From an optimization exercise on the open Yosys and OpenROAD flow, aimed at small area; shortcuts taken in it are not production practice. Function was checked by simulation only, so behaviour that the tests miss may differ from the original. Power is estimated from default activity; no workload was simulated.

**flow/run.sh**
```bash
#!/bin/bash
# synth_recipe.tcl (not shown) runs the flow's synth.tcl, then flattens the netlist and writes it again
# the make line also repeats each setting of config.mk as NAME=value (left out here)
make -C /OpenROAD-flow-scripts/flow DESIGN_CONFIG=/design/flow/config.mk WORK_HOME=/design/flow/orfs CLKGATE_MAP_FILE= SYNTH_SCRIPT=/design/flow/synth_recipe.tcl finish
```
**flow/config.mk**
```make
export PLATFORM = sky130hd
export DESIGN_NAME = pwm_top
export DESIGN_NICKNAME = pwm_top
export VERILOG_FILES = /design/flow/design.v
export SDC_FILE = /design/flow/constraint.sdc
export NUM_CORES = 4
export LEC_CHECK = 0
export CAP_MARGIN = 20
export CORE_MARGIN = 2
export CORE_UTILIZATION = 45
export SLEW_MARGIN = 20
```
**flow/constraint.sdc**
```tcl
create_clock -name core_clock -period 10.0 [get_ports {clk_psc_i}]
set_input_delay 2.0000 -clock core_clock [delete_from_list [all_inputs] [get_ports {clk_psc_i}]]
set_output_delay 2.0000 -clock core_clock [all_outputs]
set_load 0.01 [all_outputs]
```
**flow/design.v**
```verilog
module pwm_prescaler #(
    parameter integer PSC_WIDTH = 16
)(
    input  wire                 clk_psc_i,
    input  wire                 rst_n_i,
    input  wire                 cen_i,
    input  wire [PSC_WIDTH-1:0] psc_preload_i,
    output reg                  ck_cnt_o
);
    reg [PSC_WIDTH-1:0] psc_counter_reg;
    reg [PSC_WIDTH-1:0] psc_shadow_reg;
    wire psc_hit_w  = (psc_counter_reg == psc_shadow_reg);
    wire psc_zero_w = (psc_preload_i == {PSC_WIDTH{1'b0}});
    always @(posedge clk_psc_i or negedge rst_n_i) begin
        if (!rst_n_i)
            psc_shadow_reg <= {PSC_WIDTH{1'b0}};
        else if (psc_hit_w && cen_i)
            psc_shadow_reg <= psc_preload_i;
    end
    always @(posedge clk_psc_i) begin
        if (!cen_i || psc_zero_w || psc_hit_w)
            psc_counter_reg <= {PSC_WIDTH{1'b0}};
        else
            psc_counter_reg <= psc_counter_reg + 1'b1;
        ck_cnt_o <= cen_i & (psc_zero_w | psc_hit_w);
    end
endmodule
module pwm_counter #(
    parameter integer CNT_WIDTH = 16
)(
    input  wire                 clk_psc_i,
    input  wire                 rst_n_i,
    input  wire                 ck_cnt_i,
    input  wire                 cnt_en_i,
    input  wire [CNT_WIDTH-1:0] arr_preload_i,
    output reg  [CNT_WIDTH-1:0] cnt_o,
    output reg                  overflow_o,
    output reg                  inc_o,         
    output wire                 cnt_hi_zero_o  
);
    reg [CNT_WIDTH-1:0] arr_shadow_reg;
    wire wrap_w = (cnt_o[CNT_WIDTH-1:1] == arr_shadow_reg[CNT_WIDTH-1:1]) &
                  (cnt_o[0] | ~arr_shadow_reg[0]);
    assign cnt_hi_zero_o = (cnt_o[CNT_WIDTH-1:1] == {(CNT_WIDTH-1){1'b0}});
    always @(posedge clk_psc_i or negedge rst_n_i) begin
        if (!rst_n_i) begin
            arr_shadow_reg <= {CNT_WIDTH{1'b0}};
        end else begin
            if (!cnt_en_i || overflow_o)
                arr_shadow_reg <= arr_preload_i;
        end
    end
    always @(posedge clk_psc_i or negedge rst_n_i) begin
        if (!rst_n_i) begin
            cnt_o       <= {CNT_WIDTH{1'b0}};
            overflow_o  <= 1'b0;
        end else if (!cnt_en_i) begin
            cnt_o       <= {CNT_WIDTH{1'b0}};
            overflow_o  <= 1'b0;
        end else if (ck_cnt_i) begin
            if (wrap_w) begin
                cnt_o       <= {CNT_WIDTH{1'b0}};
                overflow_o  <= 1'b1;
            end else begin
                cnt_o       <= cnt_o + 1'b1;
                overflow_o  <= 1'b0;
            end
        end else begin
            overflow_o <= 1'b0;
        end
    end
    always @(posedge clk_psc_i)
        inc_o <= cnt_en_i & ck_cnt_i & ~wrap_w;
endmodule
module pwm_cmp_one #(
    parameter integer WIDTH = 16
)(
    input  wire             clk_psc_i,
    input  wire             rst_n_i,
    input  wire [WIDTH-1:0] cnt_i,
    input  wire             cnt_hi_zero_i,
    input  wire             inc_i,
    input  wire [WIDTH-1:0] cmp_i,
    input  wire             update_event_i,
    output reg              eq_o,
    output reg              gt_o
);
    reg [WIDTH-1:0] cmp_reg;
    always @(posedge clk_psc_i or negedge rst_n_i) begin
        if (!rst_n_i)
            cmp_reg <= {WIDTH{1'b0}};
        else if (update_event_i)
            cmp_reg <= cmp_i;
    end
    wire hi_eq_w = (cnt_i[WIDTH-1:1] == cmp_reg[WIDTH-1:1]);
    wire eq_w    = hi_eq_w & (cnt_i[0] == cmp_reg[0]);
    wire gt_w    = cnt_hi_zero_i ? (cnt_i[0] & hi_eq_w & ~cmp_reg[0])
                                 : (gt_o | (inc_i & eq_o));
    always @(posedge clk_psc_i or negedge rst_n_i) begin
        if (!rst_n_i) begin
            eq_o <= 1'b0;
            gt_o <= 1'b0;
        end else begin
            eq_o <= eq_w;
            gt_o <= gt_w;
        end
    end
endmodule
module pwm_comparator #(
    parameter integer WIDTH = 16
)(
    input  wire                 clk_psc_i,
    input  wire                 rst_n_i,
    input  wire [WIDTH-1:0]     cnt_i,
    input  wire                 cnt_hi_zero_i,
    input  wire                 inc_i,
    input  wire [WIDTH-1:0]     cmp_start_i,
    input  wire [WIDTH-1:0]     cmp_end_i,
    input  wire                 update_event_i,
    output wire                 cnt_eq_cmp_start_o,
    output wire                 cnt_gt_cmp_start_o,
    output wire                 cnt_eq_cmp_end_o,
    output wire                 cnt_gt_cmp_end_o
);
    pwm_cmp_one #(.WIDTH(WIDTH)) u_start (
        .clk_psc_i(clk_psc_i), .rst_n_i(rst_n_i),
        .cnt_i(cnt_i), .cnt_hi_zero_i(cnt_hi_zero_i), .inc_i(inc_i),
        .cmp_i(cmp_start_i), .update_event_i(update_event_i),
        .eq_o(cnt_eq_cmp_start_o), .gt_o(cnt_gt_cmp_start_o)
    );
    pwm_cmp_one #(.WIDTH(WIDTH)) u_end (
        .clk_psc_i(clk_psc_i), .rst_n_i(rst_n_i),
        .cnt_i(cnt_i), .cnt_hi_zero_i(cnt_hi_zero_i), .inc_i(inc_i),
        .cmp_i(cmp_end_i), .update_event_i(update_event_i),
        .eq_o(cnt_eq_cmp_end_o), .gt_o(cnt_gt_cmp_end_o)
    );
endmodule
module pwm_oc_refgen (
    input  wire clk_psc_i,           
    input  wire rst_n_i,             
    input  wire cmp_start_eq_i,      
    input  wire cmp_start_gt_i,      
    input  wire cmp_end_eq_i,        
    input  wire cmp_end_gt_i,        
    input  wire mode_i,              
    output reg  oc_a_ref_o,          
    output reg  oc_b_ref_o           
);
    always @(posedge clk_psc_i or negedge rst_n_i) begin
        if (!rst_n_i) begin
            oc_a_ref_o <= 1'b0;
            oc_b_ref_o <= 1'b0;
        end 
        else begin
            if (mode_i) begin
                if (cmp_start_eq_i) begin
                    oc_a_ref_o <= 1'b1;
                    oc_b_ref_o <= 1'b0;
                end 
                else if (cmp_end_eq_i) begin
                    oc_a_ref_o <= 1'b0;
                    oc_b_ref_o <= 1'b1;
                end
            end
            else begin
                if (cmp_start_eq_i)
                    oc_a_ref_o <= 1'b0;
                else if (cmp_start_gt_i)
                    oc_a_ref_o <= oc_a_ref_o;  
                else
                    oc_a_ref_o <= 1'b1;
                if (cmp_end_eq_i)
                    oc_b_ref_o <= 1'b0;
                else if (cmp_end_gt_i)
                    oc_b_ref_o <= oc_b_ref_o;  
                else
                    oc_b_ref_o <= 1'b1;
            end
        end
    end
endmodule
module pwm_oc_deadtime #(
    parameter integer WIDTH = 8
)(
    input  wire              clk_psc_i,
    input  wire              rst_n_i,
    input  wire              update_event_i,
    input  wire              pwm_in_i,
    input  wire [WIDTH-1:0]  dtg_preload_i,
    output wire              pwm_high_o,
    output wire              pwm_low_o
);
    reg [WIDTH-1:0] dtg_shadow_r;
    always @(posedge clk_psc_i or negedge rst_n_i) begin
        if (!rst_n_i)
            dtg_shadow_r <= {WIDTH{1'b0}};
        else if (update_event_i)
            dtg_shadow_r <= dtg_preload_i;
    end
    reg [WIDTH-1:0] dt_counter_r;
    reg             pwm_in_dly_r;
    wire edge_w = (pwm_in_dly_r != pwm_in_i);
    wire more_w = (dt_counter_r < dtg_shadow_r);
    always @(posedge clk_psc_i) begin
        if (edge_w && more_w)
            dt_counter_r <= dt_counter_r + 1'b1;
        else
            dt_counter_r <= {WIDTH{1'b0}};
    end
    always @(posedge clk_psc_i or negedge rst_n_i) begin
        if (!rst_n_i)
            pwm_in_dly_r <= 1'b0;
        else if (edge_w && !more_w)
            pwm_in_dly_r <= pwm_in_i;
    end
    assign pwm_high_o =  pwm_in_dly_r &  pwm_in_i;
    assign pwm_low_o  = ~(pwm_in_dly_r |  pwm_in_i);
endmodule
module pwm_oc #(
    parameter integer DEADTIME_WIDTH = 8
)(
    input  wire clk_psc_i,            
    input  wire rst_n_i,              
    input  wire cmp_start_eq_i,       
    input  wire cmp_start_gt_i,       
    input  wire cmp_end_eq_i,         
    input  wire cmp_end_gt_i,         
    input  wire oc_mode_i,            
    input  wire dtg_src_sel_i,        
    input  wire update_event_i,       
    input  wire [DEADTIME_WIDTH-1:0] dtg_preload_i,  
    input  wire [1:0] oc_main_sel_i,  
    input  wire [1:0] oc_comp_sel_i,  
    input  wire oc_main_pol_i,        
    input  wire oc_comp_pol_i,        
    output wire oc_main_o,            
    output wire oc_comp_o             
);
    wire oc_ref_a_int;
    wire oc_ref_b_int;
    wire dtg_input_int;
    wire oc_main_dt_int;
    wire oc_comp_dt_int;
    pwm_oc_refgen u_oc_ref (
        .clk_psc_i       (clk_psc_i),
        .rst_n_i         (rst_n_i),
        .cmp_start_eq_i  (cmp_start_eq_i),
        .cmp_start_gt_i  (cmp_start_gt_i),
        .cmp_end_eq_i    (cmp_end_eq_i),
        .cmp_end_gt_i    (cmp_end_gt_i),
        .mode_i          (oc_mode_i),
        .oc_a_ref_o      (oc_ref_a_int),
        .oc_b_ref_o      (oc_ref_b_int)
    );
    assign dtg_input_int = (dtg_src_sel_i) ? oc_ref_a_int : oc_ref_b_int;
    pwm_oc_deadtime #(
        .WIDTH(DEADTIME_WIDTH)
    ) u_deadtime (
        .clk_psc_i    (clk_psc_i),
        .rst_n_i      (rst_n_i),
        .update_event_i(update_event_i),
        .pwm_in_i     (dtg_input_int),
        .dtg_preload_i(dtg_preload_i),
        .pwm_high_o   (oc_main_dt_int),
        .pwm_low_o    (oc_comp_dt_int)
    );
    reg oc_main_mux_int;
    reg oc_comp_mux_int;
    always @(*) begin
        case (oc_main_sel_i)
            2'b00: oc_main_mux_int = 1'b0;
            2'b01: oc_main_mux_int = oc_ref_a_int;
            2'b10: oc_main_mux_int = dtg_input_int;
            2'b11: oc_main_mux_int = oc_main_dt_int;
            default: oc_main_mux_int = 1'b0;
        endcase
        case (oc_comp_sel_i)
            2'b00: oc_comp_mux_int = 1'b0;
            2'b01: oc_comp_mux_int = oc_ref_b_int;
            2'b10: oc_comp_mux_int = dtg_input_int;
            2'b11: oc_comp_mux_int = oc_comp_dt_int;
            default: oc_comp_mux_int = 1'b0;
        endcase
    end
    assign oc_main_o = (oc_main_pol_i) ? ~oc_main_mux_int : oc_main_mux_int;
    assign oc_comp_o = (oc_comp_pol_i) ? ~oc_comp_mux_int : oc_comp_mux_int;
endmodule
module pwm_core #(
    parameter integer WIDTH = 16
)(
    input  wire                 clk_psc_i,
    input  wire                 rst_n_i,
    input  wire                 cnt_en_w,
    input  wire [WIDTH-1:0]     psc_preload_w,
    input  wire [WIDTH-1:0]     arr_preload_w,
    input  wire [WIDTH-1:0]     cmp_ch1_start_w,
    input  wire [WIDTH-1:0]     cmp_ch1_end_w,
    input  wire [WIDTH-1:0]     cmp_ch2_start_w,
    input  wire [WIDTH-1:0]     cmp_ch2_end_w,
    input  wire [7:0]           dtg_ch1_w,
    input  wire [7:0]           dtg_ch2_w,
    input  wire [WIDTH-1:0]     cfg_reg_ch1,
    input  wire [WIDTH-1:0]     cfg_reg_ch2,
    output wire                 pwm_ch1_a_o,
    output wire                 pwm_ch1_b_o,
    output wire                 pwm_ch2_a_o,
    output wire                 pwm_ch2_b_o
);
    wire ck_cnt_w;
    wire [WIDTH-1:0] cnt_val_w;
    wire overflow_w;
    wire inc_w;
    wire cnt_hi_zero_w;
    pwm_prescaler #(
        .PSC_WIDTH(WIDTH)
    ) u_pwm_prescaler (
        .clk_psc_i(clk_psc_i),
        .rst_n_i(rst_n_i),
        .cen_i(cnt_en_w),
        .psc_preload_i(psc_preload_w),
        .ck_cnt_o(ck_cnt_w)
    );
    pwm_counter #(
        .CNT_WIDTH(WIDTH)
    ) u_pwm_counter (
        .clk_psc_i(clk_psc_i),
        .rst_n_i(rst_n_i),
        .ck_cnt_i(ck_cnt_w),
        .cnt_en_i(cnt_en_w),
        .arr_preload_i(arr_preload_w),
        .cnt_o(cnt_val_w),
        .overflow_o(overflow_w),
        .inc_o(inc_w),
        .cnt_hi_zero_o(cnt_hi_zero_w)
    );
    wire cnt_eq_cmp_ch1_start_w;
    wire cnt_gt_cmp_ch1_start_w;
    wire cnt_eq_cmp_ch1_end_w;
    wire cnt_gt_cmp_ch1_end_w;
    pwm_comparator #(.WIDTH(WIDTH)) u_pwm_comparator_ch1 (
        .clk_psc_i(clk_psc_i),
        .rst_n_i(rst_n_i),
        .update_event_i(overflow_w),
        .cnt_i(cnt_val_w),
        .cnt_hi_zero_i(cnt_hi_zero_w),
        .inc_i(inc_w),
        .cmp_start_i(cmp_ch1_start_w),
        .cmp_end_i(cmp_ch1_end_w),
        .cnt_eq_cmp_start_o(cnt_eq_cmp_ch1_start_w),
        .cnt_gt_cmp_start_o(cnt_gt_cmp_ch1_start_w),
        .cnt_eq_cmp_end_o(cnt_eq_cmp_ch1_end_w),
        .cnt_gt_cmp_end_o(cnt_gt_cmp_ch1_end_w)
    );
    wire oc_main_ch1_o;
    wire oc_comp_ch1_o;
    pwm_oc #(.DEADTIME_WIDTH(8)) u_pwm_oc_ch1 (
        .clk_psc_i(clk_psc_i),
        .rst_n_i(rst_n_i),
        .cmp_start_eq_i(cnt_eq_cmp_ch1_start_w),
        .cmp_start_gt_i(cnt_gt_cmp_ch1_start_w),
        .cmp_end_eq_i(cnt_eq_cmp_ch1_end_w),
        .cmp_end_gt_i(cnt_gt_cmp_ch1_end_w),
        .oc_mode_i(cfg_reg_ch1[0]),
        .dtg_src_sel_i(cfg_reg_ch1[1]),
        .update_event_i(overflow_w),
        .dtg_preload_i(dtg_ch1_w),
        .oc_main_sel_i(cfg_reg_ch1[3:2]),
        .oc_comp_sel_i(cfg_reg_ch1[5:4]),
        .oc_main_pol_i(cfg_reg_ch1[6]),
        .oc_comp_pol_i(cfg_reg_ch1[7]),
        .oc_main_o(oc_main_ch1_o),
        .oc_comp_o(oc_comp_ch1_o)
    );
    assign pwm_ch1_a_o = oc_main_ch1_o;
    assign pwm_ch1_b_o = oc_comp_ch1_o;
    wire cnt_eq_cmp_ch2_start_w;
    wire cnt_gt_cmp_ch2_start_w;
    wire cnt_eq_cmp_ch2_end_w;
    wire cnt_gt_cmp_ch2_end_w;
    pwm_comparator #(.WIDTH(16)) u_pwm_comparator_ch2 (
        .clk_psc_i(clk_psc_i),
        .rst_n_i(rst_n_i),
        .update_event_i(overflow_w),
        .cnt_i(cnt_val_w),
        .cnt_hi_zero_i(cnt_hi_zero_w),
        .inc_i(inc_w),
        .cmp_start_i(cmp_ch2_start_w),
        .cmp_end_i(cmp_ch2_end_w),
        .cnt_eq_cmp_start_o(cnt_eq_cmp_ch2_start_w),
        .cnt_gt_cmp_start_o(cnt_gt_cmp_ch2_start_w),
        .cnt_eq_cmp_end_o(cnt_eq_cmp_ch2_end_w),
        .cnt_gt_cmp_end_o(cnt_gt_cmp_ch2_end_w)
    );
    wire oc_main_ch2_o;
    wire oc_comp_ch2_o;
    pwm_oc #(.DEADTIME_WIDTH(8)) u_pwm_oc_ch2 (
        .clk_psc_i(clk_psc_i),
        .rst_n_i(rst_n_i),
        .cmp_start_eq_i(cnt_eq_cmp_ch2_start_w),
        .cmp_start_gt_i(cnt_gt_cmp_ch2_start_w),
        .cmp_end_eq_i(cnt_eq_cmp_ch2_end_w),
        .cmp_end_gt_i(cnt_gt_cmp_ch2_end_w),
        .oc_mode_i(cfg_reg_ch2[0]),
        .dtg_src_sel_i(cfg_reg_ch2[1]),
        .update_event_i(overflow_w),
        .dtg_preload_i(dtg_ch2_w),
        .oc_main_sel_i(cfg_reg_ch2[3:2]),
        .oc_comp_sel_i(cfg_reg_ch2[5:4]),
        .oc_main_pol_i(cfg_reg_ch2[6]),
        .oc_comp_pol_i(cfg_reg_ch2[7]),
        .oc_main_o(oc_main_ch2_o),
        .oc_comp_o(oc_comp_ch2_o)
    );
    assign pwm_ch2_a_o = oc_main_ch2_o;
    assign pwm_ch2_b_o = oc_comp_ch2_o;
endmodule
module pwm_register #(
    parameter integer WIDTH = 16
)(
    input  wire              clk_psc_i,
    input  wire              rst_n_i,
    input  wire              wr_en_i,
    input  wire              rd_en_i,
    input  wire [7:0]        addr_i,
    input  wire [WIDTH-1:0]  wr_data_i,
    output reg  [WIDTH-1:0]  rd_data_o,
    output reg               cen_1_o,
    output reg  [WIDTH-1:0]  arr_preload_1_o,
    output reg  [WIDTH-1:0]  psc_preload_1_o,
    output reg  [WIDTH-1:0]  cmp_ch1_start_o, cmp_ch1_end_o, cfg_reg_ch1,
    output reg  [7:0]        dtg_ch1_o,
    output reg  [WIDTH-1:0]  cmp_ch2_start_o, cmp_ch2_end_o, cfg_reg_ch2,
    output reg  [7:0]        dtg_ch2_o,
    output reg               cen_2_o,
    output reg  [WIDTH-1:0]  arr_preload_2_o,
    output reg  [WIDTH-1:0]  psc_preload_2_o,
    output reg  [WIDTH-1:0]  cmp_ch3_start_o, cmp_ch3_end_o, cfg_reg_ch3,
    output reg  [7:0]        dtg_ch3_o,
    output reg  [WIDTH-1:0]  cmp_ch4_start_o, cmp_ch4_end_o, cfg_reg_ch4,
    output reg  [7:0]        dtg_ch4_o,
    output reg               cen_3_o,
    output reg  [WIDTH-1:0]  arr_preload_3_o,
    output reg  [WIDTH-1:0]  psc_preload_3_o,
    output reg  [WIDTH-1:0]  cmp_ch5_start_o, cmp_ch5_end_o, cfg_reg_ch5,
    output reg  [7:0]        dtg_ch5_o,
    output reg  [WIDTH-1:0]  cmp_ch6_start_o, cmp_ch6_end_o, cfg_reg_ch6,
    output reg  [7:0]        dtg_ch6_o,
    output reg               cen_4_o,
    output reg  [WIDTH-1:0]  arr_preload_4_o,
    output reg  [WIDTH-1:0]  psc_preload_4_o,
    output reg  [WIDTH-1:0]  cmp_ch7_start_o, cmp_ch7_end_o, cfg_reg_ch7,
    output reg  [7:0]        dtg_ch7_o,
    output reg  [WIDTH-1:0]  cmp_ch8_start_o, cmp_ch8_end_o, cfg_reg_ch8,
    output reg  [7:0]        dtg_ch8_o
);
    always @(posedge clk_psc_i or negedge rst_n_i) begin
        if (!rst_n_i) begin
            cen_1_o <= 1'b0;
            cen_2_o <= 1'b0;
            cen_3_o <= 1'b0;
            cen_4_o <= 1'b0;
            arr_preload_1_o <= {WIDTH{1'b1}};
            arr_preload_2_o <= {WIDTH{1'b1}};
            arr_preload_3_o <= {WIDTH{1'b1}};
            arr_preload_4_o <= {WIDTH{1'b1}};
            psc_preload_1_o <= {WIDTH{1'b0}};
            psc_preload_2_o <= {WIDTH{1'b0}};
            psc_preload_3_o <= {WIDTH{1'b0}};
            psc_preload_4_o <= {WIDTH{1'b0}};
            cmp_ch1_start_o <= {WIDTH{1'b0}}; cmp_ch1_end_o <= {WIDTH{1'b0}}; cfg_reg_ch1 <= {WIDTH{1'b0}}; dtg_ch1_o <= 8'd1;
            cmp_ch2_start_o <= {WIDTH{1'b0}}; cmp_ch2_end_o <= {WIDTH{1'b0}}; cfg_reg_ch2 <= {WIDTH{1'b0}}; dtg_ch2_o <= 8'd1;
            cmp_ch3_start_o <= {WIDTH{1'b0}}; cmp_ch3_end_o <= {WIDTH{1'b0}}; cfg_reg_ch3 <= {WIDTH{1'b0}}; dtg_ch3_o <= 8'd1;
            cmp_ch4_start_o <= {WIDTH{1'b0}}; cmp_ch4_end_o <= {WIDTH{1'b0}}; cfg_reg_ch4 <= {WIDTH{1'b0}}; dtg_ch4_o <= 8'd1;
            cmp_ch5_start_o <= {WIDTH{1'b0}}; cmp_ch5_end_o <= {WIDTH{1'b0}}; cfg_reg_ch5 <= {WIDTH{1'b0}}; dtg_ch5_o <= 8'd1;
            cmp_ch6_start_o <= {WIDTH{1'b0}}; cmp_ch6_end_o <= {WIDTH{1'b0}}; cfg_reg_ch6 <= {WIDTH{1'b0}}; dtg_ch6_o <= 8'd1;
            cmp_ch7_start_o <= {WIDTH{1'b0}}; cmp_ch7_end_o <= {WIDTH{1'b0}}; cfg_reg_ch7 <= {WIDTH{1'b0}}; dtg_ch7_o <= 8'd1;
            cmp_ch8_start_o <= {WIDTH{1'b0}}; cmp_ch8_end_o <= {WIDTH{1'b0}}; cfg_reg_ch8 <= {WIDTH{1'b0}}; dtg_ch8_o <= 8'd1;
        end else if (wr_en_i) begin
            case (addr_i)
                8'd0: {cen_4_o, cen_3_o, cen_2_o, cen_1_o} <= wr_data_i[3:0];
                8'd1: psc_preload_1_o <= wr_data_i; 
                8'd2: arr_preload_1_o <= wr_data_i;
                8'd3: psc_preload_2_o <= wr_data_i; 
                8'd4: arr_preload_2_o <= wr_data_i;
                8'd5: psc_preload_3_o <= wr_data_i; 
                8'd6: arr_preload_3_o <= wr_data_i;
                8'd7: psc_preload_4_o <= wr_data_i;
                8'd8: arr_preload_4_o <= wr_data_i;
                8'd10: cmp_ch1_start_o <= wr_data_i; 
                8'd11: cmp_ch1_end_o <= wr_data_i;
                8'd12: dtg_ch1_o <= wr_data_i[7:0];
				8'd13: cfg_reg_ch1 <= wr_data_i;
                8'd14: cmp_ch2_start_o <= wr_data_i;
				8'd15: cmp_ch2_end_o <= wr_data_i;
                8'd16: dtg_ch2_o <= wr_data_i[7:0];
				8'd17: cfg_reg_ch2 <= wr_data_i;
                8'd18: cmp_ch3_start_o <= wr_data_i;
				8'd19: cmp_ch3_end_o <= wr_data_i;
                8'd20: dtg_ch3_o <= wr_data_i[7:0];
				8'd21: cfg_reg_ch3 <= wr_data_i;
                8'd22: cmp_ch4_start_o <= wr_data_i;
				8'd23: cmp_ch4_end_o <= wr_data_i;
                8'd24: dtg_ch4_o <= wr_data_i[7:0];
				8'd25: cfg_reg_ch4 <= wr_data_i;
                8'd26: cmp_ch5_start_o <= wr_data_i;
				8'd27: cmp_ch5_end_o <= wr_data_i;
                8'd28: dtg_ch5_o <= wr_data_i[7:0];
				8'd29: cfg_reg_ch5 <= wr_data_i;
                8'd30: cmp_ch6_start_o <= wr_data_i;
				8'd31: cmp_ch6_end_o <= wr_data_i;
                8'd32: dtg_ch6_o <= wr_data_i[7:0];
				8'd33: cfg_reg_ch6 <= wr_data_i;
                8'd34: cmp_ch7_start_o <= wr_data_i;
				8'd35: cmp_ch7_end_o <= wr_data_i;
                8'd36: dtg_ch7_o <= wr_data_i[7:0];
				8'd37: cfg_reg_ch7 <= wr_data_i;
                8'd38: cmp_ch8_start_o <= wr_data_i;
				8'd39: cmp_ch8_end_o <= wr_data_i;
                8'd40: dtg_ch8_o <= wr_data_i[7:0];
				8'd41: cfg_reg_ch8 <= wr_data_i;
                default: ; 
            endcase
        end
    end
    always @(*) begin
        if (rd_en_i) begin
            case (addr_i)
                8'd0: rd_data_o = {{(WIDTH-4){1'b0}}, cen_4_o, cen_3_o, cen_2_o, cen_1_o};
                8'd1: rd_data_o = psc_preload_1_o;
				8'd2: rd_data_o = arr_preload_1_o;
                8'd3: rd_data_o = psc_preload_2_o;
				8'd4: rd_data_o = arr_preload_2_o;
                8'd5: rd_data_o = psc_preload_3_o;
				8'd6: rd_data_o = arr_preload_3_o;
                8'd7: rd_data_o = psc_preload_4_o;
				8'd8: rd_data_o = arr_preload_4_o;
                8'd10: rd_data_o = cmp_ch1_start_o;
				8'd11: rd_data_o = cmp_ch1_end_o;
                8'd12: rd_data_o = {{(WIDTH-8){1'b0}}, dtg_ch1_o};
				8'd13: rd_data_o = cfg_reg_ch1;
                8'd14: rd_data_o = cmp_ch2_start_o;
				8'd15: rd_data_o = cmp_ch2_end_o;
                8'd16: rd_data_o = {{(WIDTH-8){1'b0}}, dtg_ch2_o};
				8'd17: rd_data_o = cfg_reg_ch2;
                8'd18: rd_data_o = cmp_ch3_start_o;
				8'd19: rd_data_o = cmp_ch3_end_o;
                8'd20: rd_data_o = {{(WIDTH-8){1'b0}}, dtg_ch3_o};
				8'd21: rd_data_o = cfg_reg_ch3;
                8'd22: rd_data_o = cmp_ch4_start_o;
				8'd23: rd_data_o = cmp_ch4_end_o;
                8'd24: rd_data_o = {{(WIDTH-8){1'b0}}, dtg_ch4_o};
				8'd25: rd_data_o = cfg_reg_ch4;
                8'd26: rd_data_o = cmp_ch5_start_o;
				8'd27: rd_data_o = cmp_ch5_end_o;
                8'd28: rd_data_o = {{(WIDTH-8){1'b0}}, dtg_ch5_o};
				8'd29: rd_data_o = cfg_reg_ch5;
                8'd30: rd_data_o = cmp_ch6_start_o;
				8'd31: rd_data_o = cmp_ch6_end_o;
                8'd32: rd_data_o = {{(WIDTH-8){1'b0}}, dtg_ch6_o};
				8'd33: rd_data_o = cfg_reg_ch6;
                8'd34: rd_data_o = cmp_ch7_start_o;
				8'd35: rd_data_o = cmp_ch7_end_o;
                8'd36: rd_data_o = {{(WIDTH-8){1'b0}}, dtg_ch7_o};
				8'd37: rd_data_o = cfg_reg_ch7;
                8'd38: rd_data_o = cmp_ch8_start_o;
				8'd39: rd_data_o = cmp_ch8_end_o;
                8'd40: rd_data_o = {{(WIDTH-8){1'b0}}, dtg_ch8_o};
				8'd41: rd_data_o = cfg_reg_ch8;
                default: rd_data_o = {WIDTH{1'b0}};
            endcase
        end else begin
            rd_data_o = {WIDTH{1'b0}};
        end
    end
endmodule
module pwm_top #(
    parameter integer WIDTH = 16
)(
    input  wire              clk_psc_i,      
    input  wire              rst_n_i,        
    input  wire [7:0]        addr_i,
    input  wire [15:0]       wdata_i,
    output wire [15:0]       rdata_o,
    input  wire              wr_en_i,
    input  wire              rd_en_i,
    output wire              pwm_ch1_a_o, pwm_ch1_b_o,
    output wire              pwm_ch2_a_o, pwm_ch2_b_o,
    output wire              pwm_ch3_a_o, pwm_ch3_b_o,
    output wire              pwm_ch4_a_o, pwm_ch4_b_o,
    output wire              pwm_ch5_a_o, pwm_ch5_b_o,
    output wire              pwm_ch6_a_o, pwm_ch6_b_o,
    output wire              pwm_ch7_a_o, pwm_ch7_b_o,
    output wire              pwm_ch8_a_o, pwm_ch8_b_o
);
    wire                cnt_en_1_w;
    wire [WIDTH-1:0]    psc_preload_1_w;
    wire [WIDTH-1:0]    arr_preload_1_w;
    wire [WIDTH-1:0]    cfg_reg_ch1;
    wire [WIDTH-1:0]    cmp_ch1_start_w, cmp_ch1_end_w;
    wire [7:0]          dtg_ch1_w;
    wire [WIDTH-1:0]    cfg_reg_ch2;
    wire [WIDTH-1:0]    cmp_ch2_start_w, cmp_ch2_end_w;
    wire [7:0]          dtg_ch2_w;
    wire                cnt_en_2_w;
    wire [WIDTH-1:0]    psc_preload_2_w;
    wire [WIDTH-1:0]    arr_preload_2_w;
    wire [WIDTH-1:0]    cfg_reg_ch3;
    wire [WIDTH-1:0]    cmp_ch3_start_w, cmp_ch3_end_w;
    wire [7:0]          dtg_ch3_w;
    wire [WIDTH-1:0]    cfg_reg_ch4;
    wire [WIDTH-1:0]    cmp_ch4_start_w, cmp_ch4_end_w;
    wire [7:0]          dtg_ch4_w;
    wire                cnt_en_3_w;
    wire [WIDTH-1:0]    psc_preload_3_w;
    wire [WIDTH-1:0]    arr_preload_3_w;
    wire [WIDTH-1:0]    cfg_reg_ch5;
    wire [WIDTH-1:0]    cmp_ch5_start_w, cmp_ch5_end_w;
    wire [7:0]          dtg_ch5_w;
    wire [WIDTH-1:0]    cfg_reg_ch6;
    wire [WIDTH-1:0]    cmp_ch6_start_w, cmp_ch6_end_w;
    wire [7:0]          dtg_ch6_w;
    wire                cnt_en_4_w;
    wire [WIDTH-1:0]    psc_preload_4_w;
    wire [WIDTH-1:0]    arr_preload_4_w;
    wire [WIDTH-1:0]    cfg_reg_ch7;
    wire [WIDTH-1:0]    cmp_ch7_start_w, cmp_ch7_end_w;
    wire [7:0]          dtg_ch7_w;
    wire [WIDTH-1:0]    cfg_reg_ch8;
    wire [WIDTH-1:0]    cmp_ch8_start_w, cmp_ch8_end_w;
    wire [7:0]          dtg_ch8_w;
    pwm_register #(
        .WIDTH(WIDTH)
    ) u_pwm_register (
        .clk_psc_i(clk_psc_i),
        .rst_n_i(rst_n_i),
        .wr_en_i(wr_en_i),
        .rd_en_i(rd_en_i),
        .addr_i(addr_i),
        .wr_data_i(wdata_i),
        .rd_data_o(rdata_o),
        .cen_1_o(cnt_en_1_w),
        .arr_preload_1_o(arr_preload_1_w),
        .psc_preload_1_o(psc_preload_1_w),
        .cmp_ch1_start_o(cmp_ch1_start_w),
        .cmp_ch1_end_o(cmp_ch1_end_w),
        .cfg_reg_ch1(cfg_reg_ch1),
        .dtg_ch1_o(dtg_ch1_w),
        .cmp_ch2_start_o(cmp_ch2_start_w),
        .cmp_ch2_end_o(cmp_ch2_end_w),
        .cfg_reg_ch2(cfg_reg_ch2),
        .dtg_ch2_o(dtg_ch2_w),
        .cen_2_o(cnt_en_2_w),
        .arr_preload_2_o(arr_preload_2_w),
        .psc_preload_2_o(psc_preload_2_w),
        .cmp_ch3_start_o(cmp_ch3_start_w),
        .cmp_ch3_end_o(cmp_ch3_end_w),
        .cfg_reg_ch3(cfg_reg_ch3),
        .dtg_ch3_o(dtg_ch3_w),
        .cmp_ch4_start_o(cmp_ch4_start_w),
        .cmp_ch4_end_o(cmp_ch4_end_w),
        .cfg_reg_ch4(cfg_reg_ch4),
        .dtg_ch4_o(dtg_ch4_w),
        .cen_3_o(cnt_en_3_w),
        .arr_preload_3_o(arr_preload_3_w),
        .psc_preload_3_o(psc_preload_3_w),
        .cmp_ch5_start_o(cmp_ch5_start_w),
        .cmp_ch5_end_o(cmp_ch5_end_w),
        .cfg_reg_ch5(cfg_reg_ch5),
        .dtg_ch5_o(dtg_ch5_w),
        .cmp_ch6_start_o(cmp_ch6_start_w),
        .cmp_ch6_end_o(cmp_ch6_end_w),
        .cfg_reg_ch6(cfg_reg_ch6),
        .dtg_ch6_o(dtg_ch6_w),
        .cen_4_o(cnt_en_4_w),
        .arr_preload_4_o(arr_preload_4_w),
        .psc_preload_4_o(psc_preload_4_w),
        .cmp_ch7_start_o(cmp_ch7_start_w),
        .cmp_ch7_end_o(cmp_ch7_end_w),
        .cfg_reg_ch7(cfg_reg_ch7),
        .dtg_ch7_o(dtg_ch7_w),
        .cmp_ch8_start_o(cmp_ch8_start_w),
        .cmp_ch8_end_o(cmp_ch8_end_w),
        .cfg_reg_ch8(cfg_reg_ch8),
        .dtg_ch8_o(dtg_ch8_w)
    );
    pwm_core u_pwm_core_1 (
        .clk_psc_i       (clk_psc_i),
        .rst_n_i         (rst_n_i),
        .cnt_en_w        (cnt_en_1_w),
        .psc_preload_w   (psc_preload_1_w),
        .arr_preload_w   (arr_preload_1_w),
        .cmp_ch1_start_w (cmp_ch1_start_w),
        .cmp_ch1_end_w   (cmp_ch1_end_w),
        .cmp_ch2_start_w (cmp_ch2_start_w),
        .cmp_ch2_end_w   (cmp_ch2_end_w),
        .dtg_ch1_w       (dtg_ch1_w),
        .dtg_ch2_w       (dtg_ch2_w),
        .cfg_reg_ch1     (cfg_reg_ch1),
        .cfg_reg_ch2     (cfg_reg_ch2),
        .pwm_ch1_a_o     (pwm_ch1_a_o),
        .pwm_ch1_b_o     (pwm_ch1_b_o),
        .pwm_ch2_a_o     (pwm_ch2_a_o),
        .pwm_ch2_b_o     (pwm_ch2_b_o)
    );
    pwm_core u_pwm_core_2 (
        .clk_psc_i       (clk_psc_i),
        .rst_n_i         (rst_n_i),
        .cnt_en_w        (cnt_en_2_w),
        .psc_preload_w   (psc_preload_2_w),
        .arr_preload_w   (arr_preload_2_w),
        .cmp_ch1_start_w (cmp_ch3_start_w),
        .cmp_ch1_end_w   (cmp_ch3_end_w),
        .cmp_ch2_start_w (cmp_ch4_start_w),
        .cmp_ch2_end_w   (cmp_ch4_end_w),
        .dtg_ch1_w       (dtg_ch3_w),
        .dtg_ch2_w       (dtg_ch4_w),
        .cfg_reg_ch1     (cfg_reg_ch3),
        .cfg_reg_ch2     (cfg_reg_ch4),
        .pwm_ch1_a_o     (pwm_ch3_a_o),
        .pwm_ch1_b_o     (pwm_ch3_b_o),
        .pwm_ch2_a_o     (pwm_ch4_a_o),
        .pwm_ch2_b_o     (pwm_ch4_b_o)
    );
    pwm_core u_pwm_core_3 (
        .clk_psc_i       (clk_psc_i),
        .rst_n_i         (rst_n_i),
        .cnt_en_w        (cnt_en_3_w),
        .psc_preload_w   (psc_preload_3_w),
        .arr_preload_w   (arr_preload_3_w),
        .cmp_ch1_start_w (cmp_ch5_start_w),
        .cmp_ch1_end_w   (cmp_ch5_end_w),
        .cmp_ch2_start_w (cmp_ch6_start_w),
        .cmp_ch2_end_w   (cmp_ch6_end_w),
        .dtg_ch1_w       (dtg_ch5_w),
        .dtg_ch2_w       (dtg_ch6_w),
        .cfg_reg_ch1     (cfg_reg_ch5),
        .cfg_reg_ch2     (cfg_reg_ch6),
        .pwm_ch1_a_o     (pwm_ch5_a_o),
        .pwm_ch1_b_o     (pwm_ch5_b_o),
        .pwm_ch2_a_o     (pwm_ch6_a_o),
        .pwm_ch2_b_o     (pwm_ch6_b_o)
    );
    pwm_core u_pwm_core_4 (
        .clk_psc_i       (clk_psc_i),
        .rst_n_i         (rst_n_i),
        .cnt_en_w        (cnt_en_4_w),
        .psc_preload_w   (psc_preload_4_w),
        .arr_preload_w   (arr_preload_4_w),
        .cmp_ch1_start_w (cmp_ch7_start_w),
        .cmp_ch1_end_w   (cmp_ch7_end_w),
        .cmp_ch2_start_w (cmp_ch8_start_w),
        .cmp_ch2_end_w   (cmp_ch8_end_w),
        .dtg_ch1_w       (dtg_ch7_w),
        .dtg_ch2_w       (dtg_ch8_w),
        .cfg_reg_ch1     (cfg_reg_ch7),
        .cfg_reg_ch2     (cfg_reg_ch8),
        .pwm_ch1_a_o     (pwm_ch7_a_o),
        .pwm_ch1_b_o     (pwm_ch7_b_o),
        .pwm_ch2_a_o     (pwm_ch8_a_o),
        .pwm_ch2_b_o     (pwm_ch8_b_o)
    );
endmodule
```
==> run summary, run 1 <==
* Layout Utilization at 50.4%
* # fillers at 12.1k
* Pwr/cell area at 171 nW/um2
* Crit path max fanout at 31
* Crit path time final at 8.39 ns
* Static Leak at 32.6 nW
* RSZ-0062 raised after global routing: no
* Hold Violations, Final at 0
* Area share of the largest cell type after synthesis at 43.8%
* Clock buffer depth at 3
* Share of cells above drive strength 1 at 27.6%
* Buffers on Ports at 59
* Setup TNS at 0 ns
* Power share of the clock group at 45.8%
* Final-stage net count at 5273
* Most common cell in the netlist: dfrtp_1
* Critical Path AT at 6.39 ns
* Row count at 135
* Post-Synthesis Cells at 5216
* Data required, critical path at 8.00 ns
* Postcts setup bufs at 0
* Initial Util at 45.5%
* Largest net degree at the start of global routing at 176
* Worst min path class: reg2reg
* WL final at 224 mm
* DP Wirelength at 159 mm
* Die H at 374 um
* Post-Place Cell Area at 63600 um2
* Worst Skew at 0.0347 ns
* Initial antenna violation count at 18
* Power, Total at 11.7 mW
* First DRT Iteration DRCs at 4817
* Register area share after synthesis at 51.2%
* Vias per inst at 6.16
* Routed Antenna Nets at 0
* Wire per inst at 31.8 um
* # IOs at 60
* Number of synthesis warnings at 7
* M1 GR Usage at 44.5%
* Async SR Flop Fraction at 89.4%
* Clock sink count at 1288
* CTS root buffer: clkbuf_16
* Commonest register cell after synthesis: dfrtp_1
* Critical Path Sink Type: output pin
* M2 GR Usage at 47.5%
* Vias at 43.5k
* Crit share post-route at 83.9%
* Rel. slew slack at 21.0%
* DRT Pass-1 Iters at 9
* Syn Nets at 5340
* GR Overflow Total at 0
* Sw Share at 25.5%
* Chip Width at 374 um
* Distinct cell type count after synthesis at 84
* Max Clk Rate at 119 MHz
* CP Class: in2out
* H-tree depth at 4
* Post-route cell area at 68400 um2
* Gr usage total at 31.9%
* Most Used Layer, Global Route: met2
* Max VDD drop at 0.150 mV
* Remaining DRCs at 0
* Post-Syn Area at 61800 um2
* Cts hold-fix bufs at 0
* NetSw at 2.98 mW
* CTS clk-pin slew, worst paths at 0.06 ns
* Routability Congestion at 1.06
* CTS tree: done
* Worst Max-Slew Pin Slew at 1.18 ns
* Cts bufs inserted at 145
* Status: finished clean
* Area Growth Syn to Fin at 10.8%
* Fin worst setup slack at 1.61 ns
* Die footprint at 140000 um2
* First-pass GRT wire length at 321 mm
* Most frequent cells after synthesis: dfrtp_1 (1080), mux2_2 (990), xor2_1 (344)
* CORE AREA at 136000 um2
* Largest cells by area after synthesis: dfrtp_1 (44%), mux2_2 (18%), xor2_1 (4.9%)
* Int Power at 8.72 mW
* Cells after DPL at 6782
* Startpoint Class: primary input
* Worst-skew pair later-pin latency at 0.81 ns
* Number of flops mapped to enable cells by yosys at 0
* Vias in the first global route at 42.0k
* Worst hold slack at 0.462 ns
* Biggest area consumer among synthesized cells: dfrtp_1
* Max-Cap Viols at 0
* Reg power frac at 48.0%
* Gate power share at 6.1%
* Cts repair resizes at 0
* Syn Area/Cell at 11.8 um2
* GR met3 Demand/Resource at 7.18%
* Setup WS pre-CTS at 1.80 ns
* Final setup violation count at 0
* Non-filler instance count after layout at 7056
* Pins over their slew limit at 0
* #FFs+latches synth at 1288
==> cells in the final DEF, fill, tap and decap left out, drive strengths merged, types with 31 or more instances in the layout <==
| cell type | netlist | routed |
|---|---|---|
| clkdlybuf4s50 | 0 | 38 |
| a21oi | 93 | 93 |
| nand3 | 138 | 138 |
| a21o | 57 | 57 |
| dfxtp | 136 | 136 |
| clkinv | 2 | 31 |
| mux2 | 1015 | 1015 |
| buf | 174 | 93 |
| nand2 | 248 | 248 |
| nand4 | 72 | 72 |
| ha | 96 | 96 |
| nor4 | 107 | 107 |
| nor2 | 236 | 236 |
| dfrtp | 1080 | 1080 |
| xnor2 | 156 | 156 |
| a22o | 51 | 51 |
| o21ai | 198 | 198 |
| clkbuf | 171 | 220 |
| xor2 | 344 | 344 |
| and3 | 54 | 54 |
| inv | 131 | 141 |
| nor3 | 67 | 67 |
| a22oi | 78 | 78 |
| dfstp | 72 | 72 |
| mux2i | 66 | 66 |
| nand2b | 68 | 68 |
==> path summary, 6_finish.rpt <==
check	cells past startpoint	slack [ns]	end	start
max in group asynchronous	3	6.61	u_pwm_register.cmp_ch2_start_o[2]	rst_n_i
worst min-delay path	1	0.46	flip-flop	flip-flop
min in group asynchronous	1	1.22	u_pwm_core_4.u_pwm_oc_ch2.u_oc_ref.oc_b_ref_o	rst_n_i
worst min register to register	1	0.46	flip-flop	flip-flop
worst max register to register	6	6.57	u_pwm_core_2.u_pwm_counter.cnt_o[1]	u_pwm_core_2.u_pwm_counter.cnt_o[9]
worst max-delay path	8	1.61	rdata_o[7]	addr_i[7]
==> cells by family after synthesis <==
logic type | count (synthesis) | synth area share (%)
fa+ha+maj | 96 | 1.94
simple gates | 1082 | 9.08
mux | 1085 | 19.8
compound gates | 687 | 7.51
flops | 1288 | 51.2
buf+inv | 478 | 3.36
xor+xnor | 500 | 7.09
==> worst max-delay path: stages <==
cell and delay [ns]:
clkdlybuf4s50_1 0.66, or4b_1 0.94, nor2_4 0.90, nand3_1 0.14
a21boi_0 0.32, a2111oi_0 0.15, a41oi_1 0.58, clkdlybuf4s50_1 0.66
==> layer usage <==
layer,vias up,part of all wire [%]
li1,18500,-
met1,22700,43
met2,1755,44
met3,474,8.0
met4,8,4.9
met5,-,0.019
==> power by group through the flow <==
stage | registers, mW | clock network (mW) | logic [mW]
after floorplan | 5.54 | 0 | 0.397
after global placement | 5.70 | 0 | 0.702
after detailed placement | 5.70 | 0 | 0.710
after CTS | 5.61 | 5.45 | 0.712
after global routing | 5.62 | 5.67 | 0.765
final | 5.62 | 5.36 | 0.718
==> cell type report <==
type	instances	area, um2	share of cell area [%]
Tap cell	1781	2230	3.26
Timing Repair Buffer	131	1150	1.68
Inverter	133	499	0.729
Clock buffer	220	4190	6.12
Antenna cell	2	5.00	0.00731
Sequential cell	1288	31700	46.3
Clock inverter	51	607	0.887
Multi-Input combinational cell	3450	28100	41.1
==> inputs of run 2 (changes only) <==
--- a/flow/design.v
+++ b/flow/design.v
@@ -9,13 +9,18 @@
 );
     reg [PSC_WIDTH-1:0] psc_counter_reg;
     reg [PSC_WIDTH-1:0] psc_shadow_reg;
-    wire psc_hit_w  = (psc_counter_reg == psc_shadow_reg);
+    reg                 psc_loaded_reg;   
+    wire psc_hit_w  = ~psc_loaded_reg | (psc_counter_reg == psc_shadow_reg);
     wire psc_zero_w = (psc_preload_i == {PSC_WIDTH{1'b0}});
+    always @(posedge clk_psc_i) begin
+        if (psc_hit_w && cen_i)
+            psc_shadow_reg <= psc_preload_i;
+    end
     always @(posedge clk_psc_i or negedge rst_n_i) begin
         if (!rst_n_i)
-            psc_shadow_reg <= {PSC_WIDTH{1'b0}};
-        else if (psc_hit_w && cen_i)
-            psc_shadow_reg <= psc_preload_i;
+            psc_loaded_reg <= 1'b0;
+        else if (cen_i)
+            psc_loaded_reg <= 1'b1;
     end
     always @(posedge clk_psc_i) begin
         if (!cen_i || psc_zero_w || psc_hit_w)
@@ -36,19 +41,16 @@
     output reg  [CNT_WIDTH-1:0] cnt_o,
     output reg                  overflow_o,
     output reg                  inc_o,         
-    output wire                 cnt_hi_zero_o  
+    output wire                 cnt_hi_zero_o,  
+    output reg                  updated_o       
 );
     reg [CNT_WIDTH-1:0] arr_shadow_reg;
     wire wrap_w = (cnt_o[CNT_WIDTH-1:1] == arr_shadow_reg[CNT_WIDTH-1:1]) &
                   (cnt_o[0] | ~arr_shadow_reg[0]);
     assign cnt_hi_zero_o = (cnt_o[CNT_WIDTH-1:1] == {(CNT_WIDTH-1){1'b0}});
-    always @(posedge clk_psc_i or negedge rst_n_i) begin
-        if (!rst_n_i) begin
-            arr_shadow_reg <= {CNT_WIDTH{1'b0}};
-        end else begin
-            if (!cnt_en_i || overflow_o)
-                arr_shadow_reg <= arr_preload_i;
-        end
+    always @(posedge clk_psc_i) begin
+        if (!cnt_en_i || overflow_o)
+            arr_shadow_reg <= arr_preload_i;
     end
     always @(posedge clk_psc_i or negedge rst_n_i) begin
         if (!rst_n_i) begin
@@ -69,6 +71,12 @@
             overflow_o <= 1'b0;
         end
     end
+    always @(posedge clk_psc_i or negedge rst_n_i) begin
+        if (!rst_n_i)
+            updated_o <= 1'b0;
+        else if (overflow_o)
+            updated_o <= 1'b1;
+    end
     always @(posedge clk_psc_i)
         inc_o <= cnt_en_i & ck_cnt_i & ~wrap_w;
 endmodule
@@ -80,22 +88,22 @@
     input  wire [WIDTH-1:0] cnt_i,
     input  wire             cnt_hi_zero_i,
     input  wire             inc_i,
+    input  wire             updated_i,
     input  wire [WIDTH-1:0] cmp_i,
     input  wire             update_event_i,
     output reg              eq_o,
     output reg              gt_o
 );
     reg [WIDTH-1:0] cmp_reg;
-    always @(posedge clk_psc_i or negedge rst_n_i) begin
-        if (!rst_n_i)
-            cmp_reg <= {WIDTH{1'b0}};
-        else if (update_event_i)
+    always @(posedge clk_psc_i) begin
+        if (update_event_i)
             cmp_reg <= cmp_i;
     end
-    wire hi_eq_w = (cnt_i[WIDTH-1:1] == cmp_reg[WIDTH-1:1]);
-    wire eq_w    = hi_eq_w & (cnt_i[0] == cmp_reg[0]);
-    wire gt_w    = cnt_hi_zero_i ? (cnt_i[0] & hi_eq_w & ~cmp_reg[0])
-                                 : (gt_o | (inc_i & eq_o));
+    wire hi_eq_w  = updated_i ? (cnt_i[WIDTH-1:1] == cmp_reg[WIDTH-1:1]) : cnt_hi_zero_i;
+    wire lo_eq_w  = ~updated_i ? ~cnt_i[0] : (cnt_i[0] == cmp_reg[0]);
+    wire eq_w     = hi_eq_w & lo_eq_w;
+    wire gt_w     = cnt_hi_zero_i ? (cnt_i[0] & hi_eq_w)
+                                  : (gt_o | (inc_i & eq_o));
     always @(posedge clk_psc_i or negedge rst_n_i) begin
         if (!rst_n_i) begin
             eq_o <= 1'b0;
@@ -114,6 +122,7 @@
     input  wire [WIDTH-1:0]     cnt_i,
     input  wire                 cnt_hi_zero_i,
     input  wire                 inc_i,
+    input  wire                 updated_i,
     input  wire [WIDTH-1:0]     cmp_start_i,
     input  wire [WIDTH-1:0]     cmp_end_i,
     input  wire                 update_event_i,
@@ -124,13 +133,13 @@
 );
     pwm_cmp_one #(.WIDTH(WIDTH)) u_start (
         .clk_psc_i(clk_psc_i), .rst_n_i(rst_n_i),
-        .cnt_i(cnt_i), .cnt_hi_zero_i(cnt_hi_zero_i), .inc_i(inc_i),
+        .cnt_i(cnt_i), .cnt_hi_zero_i(cnt_hi_zero_i), .inc_i(inc_i), .updated_i(updated_i),
         .cmp_i(cmp_start_i), .update_event_i(update_event_i),
         .eq_o(cnt_eq_cmp_start_o), .gt_o(cnt_gt_cmp_start_o)
     );
     pwm_cmp_one #(.WIDTH(WIDTH)) u_end (
         .clk_psc_i(clk_psc_i), .rst_n_i(rst_n_i),
-        .cnt_i(cnt_i), .cnt_hi_zero_i(cnt_hi_zero_i), .inc_i(inc_i),
+        .cnt_i(cnt_i), .cnt_hi_zero_i(cnt_hi_zero_i), .inc_i(inc_i), .updated_i(updated_i),
         .cmp_i(cmp_end_i), .update_event_i(update_event_i),
         .eq_o(cnt_eq_cmp_end_o), .gt_o(cnt_gt_cmp_end_o)
     );
@@ -185,22 +194,21 @@
     input  wire              clk_psc_i,
     input  wire              rst_n_i,
     input  wire              update_event_i,
+    input  wire              updated_i,        
     input  wire              pwm_in_i,
     input  wire [WIDTH-1:0]  dtg_preload_i,
     output wire              pwm_high_o,
     output wire              pwm_low_o
 );
     reg [WIDTH-1:0] dtg_shadow_r;
-    always @(posedge clk_psc_i or negedge rst_n_i) begin
-        if (!rst_n_i)
-            dtg_shadow_r <= {WIDTH{1'b0}};
-        else if (update_event_i)
+    always @(posedge clk_psc_i) begin
+        if (update_event_i)
             dtg_shadow_r <= dtg_preload_i;
     end
     reg [WIDTH-1:0] dt_counter_r;
     reg             pwm_in_dly_r;
     wire edge_w = (pwm_in_dly_r != pwm_in_i);
-    wire more_w = (dt_counter_r < dtg_shadow_r);
+    wire more_w = updated_i & (dt_counter_r < dtg_shadow_r);
     always @(posedge clk_psc_i) begin
         if (edge_w && more_w)
             dt_counter_r <= dt_counter_r + 1'b1;
@@ -228,6 +236,7 @@
     input  wire oc_mode_i,            
     input  wire dtg_src_sel_i,        
     input  wire update_event_i,       
+    input  wire updated_i,            
     input  wire [DEADTIME_WIDTH-1:0] dtg_preload_i,  
     input  wire [1:0] oc_main_sel_i,  
     input  wire [1:0] oc_comp_sel_i,  
@@ -259,6 +268,7 @@
         .clk_psc_i    (clk_psc_i),
         .rst_n_i      (rst_n_i),
         .update_event_i(update_event_i),
+        .updated_i    (updated_i),
         .pwm_in_i     (dtg_input_int),
         .dtg_preload_i(dtg_preload_i),
         .pwm_high_o   (oc_main_dt_int),
@@ -311,6 +321,7 @@
     wire overflow_w;
     wire inc_w;
     wire cnt_hi_zero_w;
+    wire updated_w;
     pwm_prescaler #(
         .PSC_WIDTH(WIDTH)
     ) u_pwm_prescaler (
@@ -331,7 +342,8 @@
         .cnt_o(cnt_val_w),
         .overflow_o(overflow_w),
         .inc_o(inc_w),
-        .cnt_hi_zero_o(cnt_hi_zero_w)
+        .cnt_hi_zero_o(cnt_hi_zero_w),
+        .updated_o(updated_w)
     );
     wire cnt_eq_cmp_ch1_start_w;
     wire cnt_gt_cmp_ch1_start_w;
@@ -344,6 +356,7 @@
         .cnt_i(cnt_val_w),
         .cnt_hi_zero_i(cnt_hi_zero_w),
         .inc_i(inc_w),
+        .updated_i(updated_w),
         .cmp_start_i(cmp_ch1_start_w),
         .cmp_end_i(cmp_ch1_end_w),
         .cnt_eq_cmp_start_o(cnt_eq_cmp_ch1_start_w),
@@ -363,6 +376,7 @@
         .oc_mode_i(cfg_reg_ch1[0]),
         .dtg_src_sel_i(cfg_reg_ch1[1]),
         .update_event_i(overflow_w),
+        .updated_i(updated_w),
         .dtg_preload_i(dtg_ch1_w),
         .oc_main_sel_i(cfg_reg_ch1[3:2]),
         .oc_comp_sel_i(cfg_reg_ch1[5:4]),
@@ -384,6 +398,7 @@
         .cnt_i(cnt_val_w),
         .cnt_hi_zero_i(cnt_hi_zero_w),
         .inc_i(inc_w),
+        .updated_i(updated_w),
         .cmp_start_i(cmp_ch2_start_w),
         .cmp_end_i(cmp_ch2_end_w),
         .cnt_eq_cmp_start_o(cnt_eq_cmp_ch2_start_w),
@@ -403,6 +418,7 @@
         .oc_mode_i(cfg_reg_ch2[0]),
         .dtg_src_sel_i(cfg_reg_ch2[1]),
         .update_event_i(overflow_w),
+        .updated_i(updated_w),
         .dtg_preload_i(dtg_ch2_w),
         .oc_main_sel_i(cfg_reg_ch2[3:2]),
         .oc_comp_sel_i(cfg_reg_ch2[5:4]),
--- a/flow/config.mk
+++ b/flow/config.mk
@@ -8,4 +8,7 @@
 export CAP_MARGIN = 20
 export CORE_MARGIN = 2
 export CORE_UTILIZATION = 45
+export CTS_BUF_LIST = sky130_fd_sc_hd__clkbuf_16
+export CTS_CLUSTER_DIAMETER = 80
+export CTS_CLUSTER_SIZE = 24
 export SLEW_MARGIN = 20
==> run 2 against run 1 <==
  * Still clean on timing, DRC and antenna
  * Critical path depth increased by 2
  * Global-route usage decreased by 1.6 points
  * Power decreased by 16%
  * Synthesized cell count decreased by 9.3%
  * First-iteration DRC count decreased by 3.4%
  * Cell count decreased by 8.6%
  * Clock-buffer cell count decreased by 148
  * Die area decreased by 4.1%
  * Routed wire length decreased by 8.2%
  * Core utilization decreased by 1.9 points
  * Critical endpoint is now rdata_o[6]
==> run summary, run 2 <==
* Status: finished clean
* Number of synthesis warnings at 7
* H-tree depth at 3
* Rel. slew slack at 21.0%
* Crit path time final at 8.69 ns
* Area Growth Syn to Fin at 7.30%
* CP Depth at 10
* Cts hold-fix bufs at 0
* Largest cells by area after synthesis: dfrtp_1 (27%), edfxtp_1 (23%), mux2_2 (9.8%)
* Pins over their slew limit at 0
* #FFs+latches synth at 1296
* Postcts setup bufs at 0
* Cts repair resizes at 0
* Distinct cell type count after synthesis at 82
* Hold Violations, Final at 0
* Clock sink count at 1296
* Largest net degree at the start of global routing at 141
* CP Class: in2out
* Setup WS pre-CTS at 1.51 ns
* GR Overflow Total at 0
* Static Leak at 25.5 nW
* CTS tree: done
* Die H at 367 um
* Worst Skew at 0.0359 ns
* Worst reg2reg endpoint: u_pwm_core_3.u_pwm_counter.cnt_o[1]
* Most frequent cells after synthesis: dfrtp_1 (640), mux2_2 (517), edfxtp_1 (448)
* DP Wirelength at 146 mm
* Setup TNS at 0 ns
* Most Used Layer, Global Route: met2
* Async SR Flop Fraction at 54.9%
* Number of flops mapped to enable cells by yosys at 448
* Vias at 39.6k
* Critical Path Sink Type: output pin
* Vias per inst at 6.14
* GR met3 Demand/Resource at 5.47%
* Initial antenna violation count at 16
* Syn Nets at 4853
* Gr usage total at 30.3%
* CP Buf/Inv Count at 4
* # IOs at 60
* WL final at 206 mm
* Max VDD drop at 0.150 mV
* Worst-skew pair later-pin latency at 0.75 ns
* Startpoint Class: primary input
* Area of the multi-input gates at 23300 um2
* CP Cell Sequence: clkdlybuf4s50_1, or4_1, buf_4, nor2_2, o21ai_1, a21oi_2, o41ai_4, buf_4, a41oi_1, clkdlybuf4s50_1
* CTS root buffer: clkbuf_16
* Cells after DPL at 6310
* FF/Latch Area at 34100 um2
* Biggest area consumer among synthesized cells: dfrtp_1
* Area share of the largest cell type after synthesis at 27.1%
* Max Clk Rate at 115 MHz
* Cts bufs inserted at 72
* Pwr/cell area at 155 nW/um2
* Register-to-register setup slack at 6.86 ns
* M1 GR Usage at 43.4%
* Syn Area/Cell at 12.5 um2
* Chip Width at 367 um
* Row count at 133
* Layout Utilization at 48.5%
* Routability Congestion at 1.00
* M2 GR Usage at 45.2%
* Hold path depth at 1
* Data required, critical path at 8.00 ns
* Worst Max-Slew Pin Slew at 1.18 ns
* Wire per inst at 31.9 um
* First-pass GRT wire length at 292 mm
* CORE AREA at 131000 um2
* RSZ-0062 raised after global routing: no
* Non-filler instance count after layout at 6450
* Final setup violation count at 0
* Max-Cap Viols at 0
* CTS clk-pin slew, worst paths at 0.08 ns
* Initial Util at 45.2%
* First DRT Iteration DRCs at 4653
* Vias in the first global route at 37.7k
* # fillers at 11.9k
* DRT Pass-1 Iters at 6
* Register area share after synthesis at 57.6%
* Share of cells above drive strength 1 at 17.9%
* Critical Path AT at 6.69 ns
* Commonest register cell after synthesis: dfrtp_1
* Crit share post-route at 86.9%
* Routed Antenna Nets at 0
* Clock buffer depth at 3
* Slowest stage delay, CP at 0.95 ns
* Fin worst setup slack at 1.31 ns
* Commonest non-fill, non-tap cells in the layout: dfrtp_1 (636), mux2_2 (517), edfxtp_1 (448), xnor2_1 (416), nor2_1 (272)
* Die footprint at 134000 um2
* Commonest non-fill, non-tap cell in the layout: dfrtp_1
* Crit-path slowest cell: or4_1
* CP delay by family, top: buffers and inverters
* Buffers on Ports at 59
* Post-Synthesis Cells at 4729
* R2R Path Start: u_pwm_core_3.u_pwm_counter.cnt_o[2]
* Post-Syn Area at 59200 um2
* Worst min path class: reg2reg
* Most common cell in the netlist: dfrtp_1
* Remaining DRCs at 0
* Final-stage net count at 4756
* Crit path max fanout at 14
* Worst hold slack at 0.462 ns
* R2R cell count at 6
==> run 2: cell count changes in the layout (fill, tap and decap cells not counted), moves of 74 or more <==
cell	delta
mux2_2	-473
edfxtp_1	+448
dfrtp_1	-440
xnor2_1	+260
xor2_1	-260
mux2_1	+81
clkbuf_16	-74
==> run 2: kinds of logic (layout without fill, tap and decap cells) <==
| logic type | count (synthesis) | in the layout | synth area share (%) |
|---|---|---|---|
| AOI/OAI and AO/OA | 642 | 642 | 7.42 |
| xor gates and xnor gates | 500 | 500 | 7.40 |
| adders and majority gates | 96 | 96 | 2.03 |
| buffers and inverters | 417 | 380 | 3.04 |
| DFF | 1296 | 1296 | 57.6 |
| muxes | 698 | 698 | 13.3 |
| other | 0 | 3 | 0 |
| and+or+nand+nor | 1080 | 1080 | 9.24 |
==> run 2: report_power, final <==
part | leakage, nW | internal, mW | switching, mW | total (mW)
Combinational | 9.45 | 0.215 | 0.412 | 0.627
Sequential | 14.8 | 5.65 | 0.219 | 5.87
Clock | 1.21 | 1.43 | 1.91 | 3.34
Total | 25.5 | 7.30 | 2.54 | 9.84
==> run 2: final cells by class <==
type	count	share of cell area, %
antenna	3	0.0118
clock buffer	72	2.84
clock inverter	62	0.804
inverter	122	0.721
multi-input combinational	3016	36.7
sequential	1296	53.7
tap	1755	3.46
timing repair buffer	124	1.72
==> run 2: per-stage QoR <==
step	power [mW]	area, um2
3_3_place_gp	6.58	61100
3_5_place_dp	6.59	61100
6_report	9.84	63500
2_1_floorplan	6.19	59200
5_1_grt	10.1	63500
4_1_cts	9.88	63400
==> run 2: how the worst max path moves through the flow <==
stage                     startpoint     endpoint  slack [ns]
after global routing       addr_i[5]   rdata_o[7]        1.27
after global placement     addr_i[4]  rdata_o[15]        1.57
after floorplan            addr_i[7]   rdata_o[1]        4.27
final                      addr_i[5]   rdata_o[6]        1.31
after CTS                  addr_i[5]   rdata_o[7]        1.49
after detailed placement   addr_i[5]   rdata_o[7]        1.51
==> run 2: per-layer routing <==
metal	up-vias	share of wire, %
li1	16900	-
met1	20600	43
met2	1664	44
met3	405	7.6
met4	12	5.0
met5	-	0.040

afterwards: timing with drivers on the ports:
How much do the figures lean on ideal ports? The routed layouts below were timed once more, with nothing changed but the port constraints. Step 1: set_driving_cell puts a clkbuf_16 on clk_psc_i and a buf_2 on each other input, an assumption about the parent block. Step 2, shift: input delay + t, output delay - t, t = (earliest + latest rising clock arrival at the registers) / 2. This alone moves slack from input paths to output paths. a / b / c = ideal / step 1 / step 2; a / b = the first two.
run | t, ns | setup slack, ns | clock arrival spread, ns | worst register clock-pin slew, ns | worst slew at a driven data input, ns
run 1 | 0.875 | 1.609 / 1.530 / 1.530 | 0.044 / 0.043 | 0.07 / 0.07 | 0.14
run 2 | 0.794 | 1.315 / 1.274 / 1.274 | 0.058 / 0.059 | 0.10 / 0.10 | 0.12
After both steps setup and hold are still met in every run listed. The setup slack of run 1, which loses most, moves by -0.079 ns with the drivers and by -0.079 ns with both steps.
